Background: an optimization exercise with open tools, aiming at small area. Do not read the settings as production practice.
RTL that was checked went through simulation tests only; none was proved equivalent to the original.
The flow treats the clock pin as an ideal source. Dropping or thinning the clock tree relies on that and would not hold on a real chip.
Power figures rest on the tool's default switching activity, not on a simulated workload.

xenon:
## LED_top
module LED_top (
    input clk,
    input rst,
    input btn1in,
    input btn2in,
    input btn3in,
    output A,
    output B,
    output C,
    output D,
    output R0,
    output G0,
    output B0,
    output R1,
    output G1,
    output B1,
    output OE,
    output LAT,
    output clk_shft
);
reg [2:0] p;
always @(posedge clk or posedge rst)
    if (rst) p <= 3'd0;
    else     p <= p + 3'd1;
assign clk_shft = p[2];
wire tick = (p == 3'd3);
reg       h;
reg [4:0] k;
wire kwrap = h ? (k == 5'd23) : (k == 5'd25);
wire cnt0  = !h && (k == 5'd25);
always @(posedge clk or posedge rst)
    if (rst) begin
        h <= 1'b0;
        k <= 5'd25;
    end else begin
        k <= (tick && kwrap) ? 5'd0 : k + {4'd0, tick};
        h <= h ^ (tick && kwrap);
    end
reg [6:0] w;
wire gx = &w;
always @(posedge clk or posedge rst)
    if (rst) w <= 7'd0;
    else     w <= w + {6'd0, tick && cnt0 && !gx};
wire ready  = (w == 7'd1) && h && (k <= 5'd6);
wire md     = (w != 7'd0);
wire anybtn = btn1in | btn2in | btn3in;
reg [1:0] d;    
always @(posedge clk or posedge rst)
    if (rst) d <= 2'd0;
    else if (tick)
        case (d)
            2'd0: d <= (md && anybtn) ? 2'd1 : 2'd0;
            2'd1: d <= 2'd2;
            default: d <= anybtn ? 2'd3 : 2'd0;
        endcase
wire shift = (d == 2'd2);
wire Shift = shift | ready;
reg [1:0] lfsr, rnd, m5p, i4, i3, i2, i1, i0;
reg ls;
wire h_prev = h ^ (k == 5'd0);
always @(posedge clk or posedge rst)
    if (rst) begin
        lfsr <= 2'd1;
        rnd  <= 2'd0;
        m5p  <= 2'd0;
        i4 <= 2'd0; i3 <= 2'd0; i2 <= 2'd0; i1 <= 2'd0; i0 <= 2'd0;
        ls <= 1'b0;
    end else if (tick) begin
        ls <= Shift;
        if (ls) begin
            lfsr <= {lfsr[0], lfsr[1] ^ h_prev};
            rnd  <= {lfsr[1] ^ lfsr[0], lfsr[1] | ~lfsr[0]};    
            m5p  <= rnd;
            i4 <= m5p; i3 <= i4; i2 <= i3; i1 <= i2; i0 <= i1;
        end
    end
wire [1:0] m5 = ls ? rnd : m5p;
reg [2:0] tile;
reg [3:0] cm;
reg [3:0] rm;
wire t6     = tile[2] & tile[1];           
wire t5     = tile[2] & tile[0];
wire cmwrap = cm[3] & cm[0];               
wire xmit   = t6 && (cm[2:0] == 3'd7);
always @(posedge clk or posedge rst)
    if (rst) begin
        tile <= 3'd6;
  ...
clock: 12.0 ns
lec_check: 0
cap_margin: 20
core_margin: 2
core_utilization: 40
slew_margin: 20
standard.sh (not shown) runs the stock make flow with config.mk's settings and CLKGATE_MAP_FILE= SYNTH_SCRIPT=/design/flow/synth_recipe.tcl, a recipe that flattens the netlist after the stock synthesis.
==> flow/flow/run.sh <==
#!/bin/bash
# Own layout flow: the standard flow (standard.sh) with three changes:
#  - synthesis maps with an area-oriented ABC script (flow/abc_area.script,
#    selected by ABC_AREA=1); everything else in synthesis is unchanged, so
#    the registers are those of the standard synthesis;
#  - port buffers are sky130_fd_sc_hd__buf_1 (the ports carry light loads);
#  - clock tree synthesis uses clkbuf_8 only and no dummy loads.
set -euo pipefail
here=$(pwd)
rm -rf "$here/scripts_own"
cp -r "$FLOW_HOME/scripts" "$here/scripts_own"
cp "$here/flow/abc_area.script" "$here/scripts_own/abc_area.script"
bash "$here/standard.sh" \
    "SCRIPTS_DIR=$here/scripts_own" \
    ABC_AREA=1 \
    "BUFFER_PORTS_ARGS=-buffer_cell sky130_fd_sc_hd__buf_1" \
    "CTS_ARGS=-sink_clustering_enable -repair_clock_nets -buf_list sky130_fd_sc_hd__clkbuf_16 -sink_clustering_size 60 -sink_clustering_max_diameter 500 -dont_use_dummy_load" \
    finish > "$here/flow_make.log" 2>&1
==> flow/flow/abc_area.script <==
strash
dch
amap
topo
Input-level comparison between indigo and xenon:
-- flow/flow/run.sh --
<<< xenon, line 16
    "BUFFER_PORTS_ARGS=-buffer_cell sky130_fd_sc_hd__buf_1" \
    "CTS_ARGS=-sink_clustering_enable -repair_clock_nets -buf_list sky130_fd_sc_hd__clkbuf_16 -sink_clustering_size 60 -sink_clustering_max_diameter 500 -dont_use_dummy_load" \
    finish > "$here/flow_make.log" 2>&1
>>> indigo, line 16
    "BUFFER_PORTS_ARGS=-buffer_cell sky130_fd_sc_hd__buf_1" \
    "CTS_ARGS=-repair_clock_nets -buf_list sky130_fd_sc_hd__clkbuf_8 -dont_use_dummy_load" \
    finish > "$here/flow_make.log" 2>&1
Findings:
Total of fill cells in the finished design ended up 0.67% higher on indigo than on xenon. xenon → indigo: global-route wire length before repair rose 27 um, setup slack moved down.
No functional check of the RTL was part of any run of this note.

========
Setup of job 8992:
LED_top, a different RTL version from the one above (not shown whole).
Size: roughly 220 cells after synthesis, ~43 flip-flops, roughly 2200 um^2 of cells after synthesis.
clock: 12.0 ns
lec_check: 0
cap_margin: 20
core_margin: 2
core_utilization: 40
slew_margin: 20
==> flow/flow/run.sh <==
#!/bin/bash
# Own layout flow: the standard flow (standard.sh) with three changes:
#  - synthesis maps with an area-oriented ABC script (flow/abc_area.script,
#    selected by ABC_AREA=1); everything else in synthesis is unchanged, so
#    the registers are those of the standard synthesis;
#  - port buffers are sky130_fd_sc_hd__buf_1 (the ports carry light loads);
#  - the clock tree is two clkbuf_16, each driving half of the flip-flops
#    (flow/manual_cts.tcl, in place of clock_tree_synthesis).
set -euo pipefail
here=$(pwd)
rm -rf "$here/scripts_own"
cp -r "$FLOW_HOME/scripts" "$here/scripts_own"
cp "$here/flow/abc_area.script" "$here/scripts_own/abc_area.script"
# clock tree: flow/manual_cts.tcl in place of clock_tree_synthesis
sed -i 's|^log_cmd clock_tree_synthesis {\*}\$cts_args$|source $::env(MANUAL_CTS_TCL)|' "$here/scripts_own/cts.tcl"
grep -q MANUAL_CTS_TCL "$here/scripts_own/cts.tcl"
bash "$here/standard.sh" \
    "SCRIPTS_DIR=$here/scripts_own" \
    ABC_AREA=1 \
    "BUFFER_PORTS_ARGS=-buffer_cell sky130_fd_sc_hd__buf_1" \
    "MANUAL_CTS_TCL=$here/flow/manual_cts.tcl" \
    finish > "$here/flow_make.log" 2>&1
==> flow/flow/manual_cts.tcl <==
# Clock tree: the clock port drives NBUF buffers (clkbuf_16), each driving the
# flip-flops of one vertical strip of the core (split by x at equal counts),
# placed at the centre of its flip-flops. detailed_placement in cts.tcl then
# legalizes them.
set cts_cell sky130_fd_sc_hd__clkbuf_16
set cts_nbuf 2
set block [ord::get_db_block]
set dbu [$block getDbUnitsPerMicron]
set loads {}
foreach p [get_pins -of_objects [get_nets clk] -filter "direction==input"] {
  set loc [[[sta::sta_to_db_pin $p] getInst] getLocation]
  lappend loads [list [lindex $loc 0] [lindex $loc 1] $p]
}
set loads [lsort -real -index 0 $loads]
set m [llength $loads]
for {set i 0} {$i < $cts_nbuf} {incr i} {
  set grp [lrange $loads [expr {$i * $m / $cts_nbuf}] [expr {($i + 1) * $m / $cts_nbuf - 1}]]
  set sx 0
  set sy 0
  set pins {}
  foreach g $grp {
    set sx [expr {$sx + [lindex $g 0]}]
    set sy [expr {$sy + [lindex $g 1]}]
    lappend pins [lindex $g 2]
  }
  set cx [expr {$sx / [llength $grp] / double($dbu)}]
  set cy [expr {$sy / [llength $grp] / double($dbu)}]
  insert_buffer -buffer_cell $cts_cell -net clk -load_pins $pins -location [list $cx $cy]
}
puts "manual clock tree: $cts_nbuf x $cts_cell for $m clock pins"
Scripts as last shown in full above: flow/flow/abc_area.script
Job 8992 reached the end of the flow, and the finished layout is clean on the timing, design-rule and antenna checks.
Relative to job 8992, the following input files were edited for job 2939:
--- a/flow/flow/run.sh
+++ b/flow/flow/run.sh
@@ -7,2 +7,2 @@
-#  - the clock tree is two clkbuf_16, each driving half of the flip-flops
-#    (flow/manual_cts.tcl, in place of clock_tree_synthesis).
+#  - clock tree synthesis uses clkbuf_8 only, without sink clustering or
+#    dummy loads.
@@ -14,3 +13,0 @@
-# clock tree: flow/manual_cts.tcl in place of clock_tree_synthesis
-sed -i 's|^log_cmd clock_tree_synthesis {\*}\$cts_args$|source $::env(MANUAL_CTS_TCL)|' "$here/scripts_own/cts.tcl"
-grep -q MANUAL_CTS_TCL "$here/scripts_own/cts.tcl"
@@ -21 +18 @@
-    "MANUAL_CTS_TCL=$here/flow/manual_cts.tcl" \
+    "CTS_ARGS=-repair_clock_nets -buf_list sky130_fd_sc_hd__clkbuf_8 -dont_use_dummy_load" \
removed: flow/flow/manual_cts.tcl
Notes after the runs:
Of the two candidates, job 8992 has the better global-route wire length before repair and job 2939 the worse one. Job 2939 went all the way through synthesis, placement and routing and the layout is clean on timing, DRC and antenna. Job 8992 → job 2939: combinational power shows an increase of about 0.6%, CTS clock-pin slew for the worst setup and hold paths stayed essentially flat, area added between synthesis and finish picked up an extra 0.87 points, average wire per cell in the routed design neither gained nor lost much.
Modified inputs, job 3104 compared to job 2939
--- a/flow/flow/run.sh
+++ b/flow/flow/run.sh
@@ -7,2 +7,2 @@
-#  - clock tree synthesis uses clkbuf_8 only, without sink clustering or
-#    dummy loads.
+#  - the clock tree is two clkbuf_16, each driving half of the flip-flops
+#    (flow/manual_cts.tcl, in place of clock_tree_synthesis).
@@ -13,0 +14,3 @@
+# clock tree: flow/manual_cts.tcl in place of clock_tree_synthesis
+sed -i 's|^log_cmd clock_tree_synthesis {\*}\$cts_args$|source $::env(MANUAL_CTS_TCL)|' "$here/scripts_own/cts.tcl"
+grep -q MANUAL_CTS_TCL "$here/scripts_own/cts.tcl"
@@ -18 +21 @@
-    "CTS_ARGS=-repair_clock_nets -buf_list sky130_fd_sc_hd__clkbuf_8 -dont_use_dummy_load" \
+    "MANUAL_CTS_TCL=$here/flow/manual_cts.tcl" \
==> flow/flow/manual_cts.tcl (new file) <==
# Clock tree: the clock port drives NBUF buffers (clkbuf_16), each driving the
# flip-flops of one vertical strip of the core (split by x at equal counts),
# placed at the centre of its flip-flops. detailed_placement in cts.tcl then
# legalizes them.
set cts_cell sky130_fd_sc_hd__clkbuf_8
set cts_nbuf 3
set block [ord::get_db_block]
set dbu [$block getDbUnitsPerMicron]
set loads {}
foreach p [get_pins -of_objects [get_nets clk] -filter "direction==input"] {
  set loc [[[sta::sta_to_db_pin $p] getInst] getLocation]
  lappend loads [list [lindex $loc 0] [lindex $loc 1] $p]
}
set loads [lsort -real -index 0 $loads]
set m [llength $loads]
for {set i 0} {$i < $cts_nbuf} {incr i} {
  set grp [lrange $loads [expr {$i * $m / $cts_nbuf}] [expr {($i + 1) * $m / $cts_nbuf - 1}]]
  set sx 0
  set sy 0
  set pins {}
  foreach g $grp {
    set sx [expr {$sx + [lindex $g 0]}]
    set sy [expr {$sy + [lindex $g 1]}]
    lappend pins [lindex $g 2]
  }
  set cx [expr {$sx / [llength $grp] / double($dbu)}]
  set cy [expr {$sy / [llength $grp] / double($dbu)}]
  insert_buffer -buffer_cell $cts_cell -net clk -load_pins $pins -location [list $cx $cy]
}
puts "manual clock tree: $cts_nbuf x $cts_cell for $m clock pins"
--- outcome ---
- | maximum cell stage delay along the critical path | job 3104 vs job 2939 | ≈ equal |
- In job 3104, the total routing usage reported by global routing came out 1.1 points below the value in job 2939.
- Job 3104 against job 2939: combinational share of power has increased; part of the power in the clock network has decreased; cell leakage power has decreased.
- G1 as the capturing instance or port of the critical path was reported by job 2939, and B0 by job 3104.
In job 8992 and job 3104 the design's own scripts or RTL, not TritonCTS, make the clock network.

-- static timing again, ports no longer ideal --
No port has a modelled driver above. Below, the same layouts with a new extraction and two added sets of constraints.
Step 1 assumes that a clkbuf_16 drives the clock port and a buf_2 every other input.
Step 2 moves the port delays by t, midway between the first and last clock arrival at a register: inputs arrive t later, outputs are due t later. That takes back most of the time a late clock gives input paths.
Three values: no drivers, after step 1, after step 2; two values: the first two.
| run | t (ns) | setup slack, ns | worst register clock-pin slew, ns |
|---|---|---|---|
| xenon | 0.314 | 7.814 / 7.782 / 8.096 | 0.06 / 0.06 |
| indigo | 0.318 | 7.806 / 7.778 / 8.095 | 0.09 / 0.09 |
| job 8992 | 0.192 | 7.892 / 7.849 / 8.040 | 0.09 / 0.09 |
| job 2939 | 0.312 | 7.754 / 7.728 / 8.040 | 0.08 / 0.08 |
| job 3104 | 0.192 | 7.871 / 7.831 / 8.022 | 0.10 / 0.10 |
After both steps every run listed still meets setup and hold.
